Background: an optimization exercise with open tools, aiming at small area, a short achievable clock period and few clock cycles. Do not read the settings as production practice. Only simulation tests tie the RTL to the original design; equivalence was not proved.

==> run.sh <==
#!/bin/bash
# synth_recipe.tcl (not shown) runs the flow's synth.tcl, then flattens the netlist and writes it again
# the make line also repeats each setting of config.mk as NAME=value (left out here)
make -C /OpenROAD-flow-scripts/flow DESIGN_CONFIG=/design/flow/config.mk WORK_HOME=/design/flow/orfs CLKGATE_MAP_FILE= SYNTH_SCRIPT=/design/flow/synth_recipe.tcl finish
==> config.mk <==
export PLATFORM = sky130hd
export DESIGN_NAME = SET
export DESIGN_NICKNAME = SET
export VERILOG_FILES = /design/flow/design.v
export SDC_FILE = /design/flow/constraint.sdc
export NUM_CORES = 4
export LEC_CHECK = 0
export CAP_MARGIN = 20
export CORE_MARGIN = 2
export CORE_UTILIZATION = 40
export SLEW_MARGIN = 20
==> constraint.sdc <==
create_clock -name core_clock -period 9.0 [get_ports {clk}]
set_input_delay 1.8000 -clock core_clock [delete_from_list [all_inputs] [get_ports {clk}]]
set_output_delay 1.8000 -clock core_clock [all_outputs]
set_load 0.01 [all_outputs]
==> design.v <==
module SET ( clk , rst, en, central, radius, mode, busy, valid, candidate );
input clk, rst;
input en;
input [23:0] central;
input [11:0] radius;
input [1:0] mode;
output reg busy;
output reg valid;
output reg [7:0] candidate;
parameter IDLE = 0,
          GET = 1,
          CAL = 2,
          SCAN_MVX = 3,
          SCAN_MVY = 4,
          SCAN_DONE = 5;
reg [ 5: 0] cs,ns;
reg [3:0] x1;
reg [3:0] x2;
reg [3:0] x3;
reg [3:0] y1;
reg [3:0] y2;
reg [3:0] y3;
reg [3:0] r1;
reg [3:0] r2;
reg [3:0] r3;
reg [1:0] mode_r;
reg [3:0] scan_x;
reg [3:0] scan_y;
wire [8:0] square_plus_1;
wire [8:0] square_plus_2;
wire [8:0] square_plus_3;
wire belong1;
wire belong2;
wire belong3;
wire belong1n2;
wire belong2n3;
wire belong1n3;
wire belong_all;
wire [3:0] sign_x1;
wire [3:0] sign_x2;
wire [3:0] sign_x3;
wire [3:0] sign_y1;
wire [3:0] sign_y2;
wire [3:0] sign_y3;
wire [3:0] sign_r1;
wire [3:0] sign_r2;
wire [3:0] sign_r3;
wire [7:0] sign_square_x1;
wire [7:0] sign_square_y1;
wire [7:0] sign_square_x2;
wire [7:0] sign_square_y2;
wire [7:0] sign_square_x3;
wire [7:0] sign_square_y3;
wire [7:0] sign_square_r1;
wire [7:0] sign_square_r2;
wire [7:0] sign_square_r3;
assign sign_x1 = (scan_x <= x1)? (x1 - scan_x):(scan_x - x1);
assign sign_y1 = (scan_y <= y1)? (y1 - scan_y):(scan_y - y1);
assign sign_r1 = r1;
assign sign_x2 = (scan_x <= x2)? (x2 - scan_x):(scan_x - x2);
assign sign_y2 = (scan_y <= y2)? (y2 - scan_y):(scan_y - y2);
assign sign_r2 = r2;
assign sign_x3 = (scan_x <= x3)? (x3 - scan_x):(scan_x - x3);
assign sign_y3 = (scan_y <= y3)? (y3 - scan_y):(scan_y - y3);
assign sign_r3 = r3;
assign sign_square_x1 = sign_x1 * sign_x1;
assign sign_square_y1 = sign_y1 * sign_y1;
assign sign_square_r1 = sign_r1 * sign_r1;
assign square_plus_1 = sign_square_x1 + sign_square_y1;
assign belong1 = (square_plus_1 <= sign_square_r1)? 1'b1: 1'b0;
assign sign_square_x2 = sign_x2 * sign_x2;
assign sign_square_y2 = sign_y2 * sign_y2;
assign sign_square_r2 = sign_r2 * sign_r2;
assign square_plus_2 = sign_square_x2 + sign_square_y2;
assign belong2 = (square_plus_2 <= sign_square_r2)? 1'b1: 1'b0;
assign sign_square_x3 = sign_x3 * sign_x3;
assign sign_square_y3 = sign_y3 * sign_y3;
assign sign_square_r3 = sign_r3 * sign_r3;
assign square_plus_3 = sign_square_x3 + sign_square_y3;
assign belong3 = (square_plus_3 <= sign_square_r3)? 1'b1: 1'b0;
assign belong1n2 = (belong1 && belong2);
assign belong2n3 = (belong2 && belong3);
assign belong1n3 = (belong1 && belong3);
assign belong_all = (belong1 && belong2 && belong3);
always@(posedge clk or posedge rst)begin
    if(rst)begin
        cs <= 'd0;
        cs[IDLE] <= 1'd1;
    end
    else cs <= ns;
end
always@(*)begin
    ns = 'd0;
    case(1'd1)
        cs[IDLE]:begin
            if(en) ns[GET] = 1'd1;
            else ns[IDLE] = 1'd1;
        end
        cs[GET]: ns[CAL] = 1'd1;
        cs[CAL]:begin
            if(scan_x == 4'd8 && scan_y == 4'd8) ns[SCAN_DONE] = 1'd1;
            else if(scan_x == 4'd8) ns[SCAN_MVY] = 1'd1;
            else ns[SCAN_MVX] = 1'd1; 
        end
        cs[SCAN_MVX]: ns[CAL] = 1'd1;
        cs[SCAN_MVY]: ns[CAL] = 1'd1;
        cs[SCAN_DONE]: ns[IDLE] = 1'd1;
        default: ns[IDLE] = 1'd1;
    endcase
end
always@(posedge clk or posedge rst)begin
    if(rst)begin
        busy <= 1'd0;
        valid <= 1'd0;
        candidate <= 'd0;
        x1 <= 'd0;
        x2 <= 'd0;
        x3 <= 'd0;
        y1 <= 'd0;
        y2 <= 'd0;
        y3 <= 'd0;
        r1 <= 'd0;
        r2 <= 'd0;
        r3 <= 'd0;
        scan_x <= 4'd1;
        scan_y <= 4'd1;
        mode_r <= 'd0;
    end
    else begin
        case(1'd1)
            cs[IDLE]:begin 
                busy <= 1'd0;
                valid <= 1'd0;
                candidate <= 'd0;
                scan_x <= 4'd1;
                scan_y <= 4'd1;
            end
            cs[GET]: begin
                busy <= 1'd1;
                x1 <= central[23:20];
                y1 <= central[19:16];
                x2 <= central[15:12];
                y2 <= central[11:8];
                x3 <= central[7:4];
                y3 <= central[3:0];
                r1 <= radius[11:8];
                r2 <= radius[7:4];
                r3 <= radius[3:0];
                mode_r <= mode;
            end
            cs[CAL]:begin
                case(mode_r)
                    2'b00:begin
                        candidate <= (belong1)? (candidate + 1'd1): candidate;
                    end
                    2'b01:begin
                        candidate <= (belong1n2)? (candidate + 1'd1): candidate;
                    end
                    2'b10:begin
                        if(belong1n2) candidate <= candidate;
                        else if(belong1 || belong2) candidate <= candidate + 1'd1;
                    end
                    2'b11:begin
                        if(belong_all) candidate <= candidate;
                        else if(belong1n2 || belong1n3 || belong2n3) candidate <= candidate + 1'd1;
                    end
                endcase
            end
            cs[SCAN_MVX]:begin
                scan_x <= scan_x + 1'd1;
            end
            cs[SCAN_MVY]:begin
                scan_x <= 4'd1;
                scan_y <= scan_y + 1'd1;
            end
            cs[SCAN_DONE]:begin
                scan_x <= 4'd1;
                scan_y <= 4'd1;
                valid <= 1'd1;
                busy <= 1'd1;
            end
        endcase
    end
end
endmodule
==> results.txt <==
[worst paths after layout]
kind | slack (ns) | depth (start not counted) | to
min in group asynchronous | 1.99 | 3 | mode_r[1]
worst min register to register | 0.51 | 2 | valid
max in group asynchronous | 6.45 | 3 | r3[0]
worst max-delay path | 0.75 | 30 | candidate[3]
worst max register to register | 0.75 | 30 | candidate[3]
worst min-delay path | 0.51 | 2 | valid
[cells in the mapped netlist, drive strengths merged, types with 3 or more instances]
library cell  count
a21oi            37
dfrtp            59
inv             142
nand2            45
nand4            10
o21a              3
o211ai            6
ha              135
fa               46
mux2i            18
o21ai            42
nor2             46
nand3             4
nand4b            3
xor2             16
nor2b             8
o21bai            6
clkbuf            9
mux2             12
and2             14
or4               6
xnor2            18
a21o             27
a31oi             5
dfstp             3
nor3              6
o31ai             7
nand2b           16
a211oi            9
a211o             5
a41oi             7
[cell families after synthesis]
| family | Yosys count |
|---|---|
| mux | 30 |
| fa+ha+maj | 181 |
| compound gates | 161 |
| buf+inv | 154 |
| xor+xnor | 34 |
| flops | 62 |
| simple gates | 172 |
[per-layer routing]
layer	track usage (%)	wire (µm)
met4	4.466	259
met2	25.98	6844
met5	0	0
met1	23.55	7736
met3	3.108	468
[area by class of cell]
class | instances | area [µm²] | area share [%]
inverter | 143 | 536.8 | 6.419
clock buffer | 12 | 246.5 | 2.948
tap | 229 | 286.5 | 3.427
clock inverter | 4 | 56.30 | 0.6734
sequential | 62 | 1555 | 18.60
multi-input combinational | 578 | 5165 | 61.77
timing repair buffer | 52 | 515.5 | 6.165
[worst min-delay path: stages, from the launching register on]
cell and delay (ns):
dfrtp_1 0.34, nor2_1 0.05, nor2_1 0.08
==> impl_summary.log <==
INFO  metric run_status = complete, no violations
INFO  metric final_layout_size_suffix_gt1_share = under 10%
INFO  metric die_height = roughly 140 µm
INFO  metric post_synth_main_area_contributors = ha_1 (23%), dfrtp_1 (20%), fa_1 (13%)
INFO  metric final_cell_area = 0.008362 mm²
INFO  metric max_cap_violation_count = 0
INFO  metric routabilityCongestion = ~0.84
INFO  metric synth.area.mux_share = 4.320%
INFO  metric cts_post_setup_buffers_inserted = 0
INFO  metric synth.yosys.seq_area_share = between 20% and 30%
INFO  metric rsz0062_at_grt = no
INFO  metric initial_cell_density_of_the_core = a little over 40%
INFO  metric final_cell_mix = inv_1 (141), ha_1 (135), dfrtp_1 (59), clkdlybuf4s50_1 (50)
INFO  metric num-nets-final = ~1.1k
INFO  metric cts.root.buffer_cell = clkbuf_16
INFO  metric report.final.hold_viol_count = 0
INFO  metric dr.pass1.iters = 4
INFO  metric cts_tree = yes
INFO  metric timing.hold.worst.class = flop to flop
INFO  metric required_arrival_time_at_the_worst_endpoint = 9.26 ns
INFO  metric buffer_ports.inserted = 50
INFO  metric finalClockSkew = just over 0.008 ns
INFO  metric hp-start = valid
INFO  metric timing.final.crit_share = between 90% and 100%
INFO  metric max_ffs_per_register = 8
INFO  metric path_clk_slew = ~0.050 ns
INFO  metric postSynthNetCount = ~1k
INFO  metric worstPathBufferInverterCount = 4
INFO  metric largest_family_of_logic_cells_by_synthesized_area = adder cells
INFO  metric grt_max_degree = 63
INFO  metric place_worst_setup_slack = around 0.7 ns
INFO  metric reg_top3 = candidate (8), cs (6)
INFO  metric cts_hold_buffers = 0
INFO  metric drt_first_iter_violations = about 250
INFO  metric ant_nets = 0
INFO  metric layout.filler_cells = 1741
INFO  metric grt_usage = 16.57%
INFO  metric vias_per_cell = approximately 5
INFO  metric routed-via-count = 5462
INFO  metric tightest_slew_margin_relative_to_the_limit = around 31%
INFO  metric cts_resized = 0
INFO  metric critPathMaxFanout = 16
INFO  metric syn-mean-instance-area = roughly 9.2 µm²
INFO  metric ys_warn_count = 1
INFO  metric slowest_stage = or4_1
INFO  metric synth_edf_count = 0
INFO  metric initial_antenna_violation_count = 0
INFO  metric synthDistinctLibCells = 55
INFO  metric critPathMostFrequentCell = fa_1
INFO  metric top_level_ports = 51
INFO  metric family_of_cells_with_the_greatest_summed_delay_on_the_critical_path = adder cells
INFO  metric commonest_non_fill_non_tap_cell_in_the_layout = inv_1
INFO  metric synthDominantAreaCellType = ha_1
INFO  metric max-clock-path-buffers = 2
INFO  metric area_fraction_in_compound_gates_after_synthesis = about 15%
INFO  metric synth_simple_gate_area_share = between 10% and 20%
INFO  metric worst_hold_slack = 0.5068 ns
INFO  metric tritoncts_num_sinks = 62
INFO  metric setup_total_negative_slack = 0 ns
INFO  metric timing.fmax = between 100 and 150 MHz
INFO  metric n_antenna_cell = 0
INFO  metric cts_htree_levels = 3
INFO  metric die_area = approximately 0.019 mm²
INFO  metric dpl.hpwl = about 12 mm
INFO  metric postSynthRegisterBits = 62
INFO  metric synth_async_sr_flop_share = 100.0%
INFO  metric crit_path_end_kind = flop
INFO  metric setup_slack = roughly 0.75 ns
INFO  metric grt_pass1_wl = between 20 and 30 mm
INFO  metric rows = slightly below 50
INFO  metric worstSetupStartpointType = flop
INFO  metric critical_path.max_stage_delay = ~0.63 ns
INFO  metric placedInstanceArea = about 0.0081 mm²
INFO  metric mappedNetlistArea = 0.007300 mm²
INFO  metric yosys.area_share.xor_xnor = 4.080%
INFO  metric cts_buffers = 9
INFO  metric flow.area_growth_from_synthesis = 14.55%
INFO  metric yosysTopAreaCellShare = approximately 23%
INFO  metric worstSkewPairLatency = 0.34 ns
INFO  metric dp_cells = around 1.1k
INFO  metric layout.core_utilization = roughly 47%
INFO  metric drc = 0
INFO  metric die_x = roughly 140 µm
INFO  metric core_region_area = between 0.015 and 0.02 mm²
INFO  metric reg2reg_from = scan_x[0]
INFO  metric predominant_post_synthesis_flop_cell = dfrtp_1
INFO  metric final-max-slew-violation-count = 0
INFO  metric critical_path_start = scan_x[0]
INFO  metric syn-instance-count = 794
INFO  metric drt-wirelength-per-cell = 14.17 µm
INFO  metric worstMarginPinSlew = 1.026 ns
INFO  metric critPathArrivalTime = 8.51 ns
INFO  metric postRouteWirelength = about 15 mm
INFO  metric setup-violations-final = 0
INFO  metric area_share_of_fa_ha_maj_cells_after_synthesis = about 36%
INFO  metric post_layout_nonfiller_instances = 1080
INFO  metric registers.top_by_ff_count = candidate
INFO  metric critical_path_class = flop to flop
INFO  metric number_of_global_route_vias_before_repair = roughly 5.4k
INFO  metric global_route.overflow_total = 0
INFO  metric fin_crit = about 8.3 ns
Testbench counts, summed over its fixed seeds: cycles 41,608.

re-timing with driven ports:
In the flow no input, the clock included, has a driving cell. The finished layout below was timed again as built, in two steps.
Step 1, drivers: a clkbuf_16 drives clk and a buf_2 each remaining input, both assumed.
Step 2 adds t to the input delays and takes it off the output delays; t is the mean of the earliest and latest rising clock arrival at the registers after step 1. Input paths then give back, and output paths get back, about the clock's delay inside the block.
Slacks: no drivers / after step 1 / after step 2; pairs: no drivers / after step 1.
t, ns: 0.376
setup WS [ns]: 0.749 / 0.749 / 0.749
worst setup path after step 2: register to register
worst register clock-pin slew, ns: 0.06 / 0.06
worst slew at a driven data input, ns: 0.04
After both steps setup and hold are still met in this run. For this run, drivers alone change the setup slack by 0.000 ns; drivers and shift together by 0.000 ns.
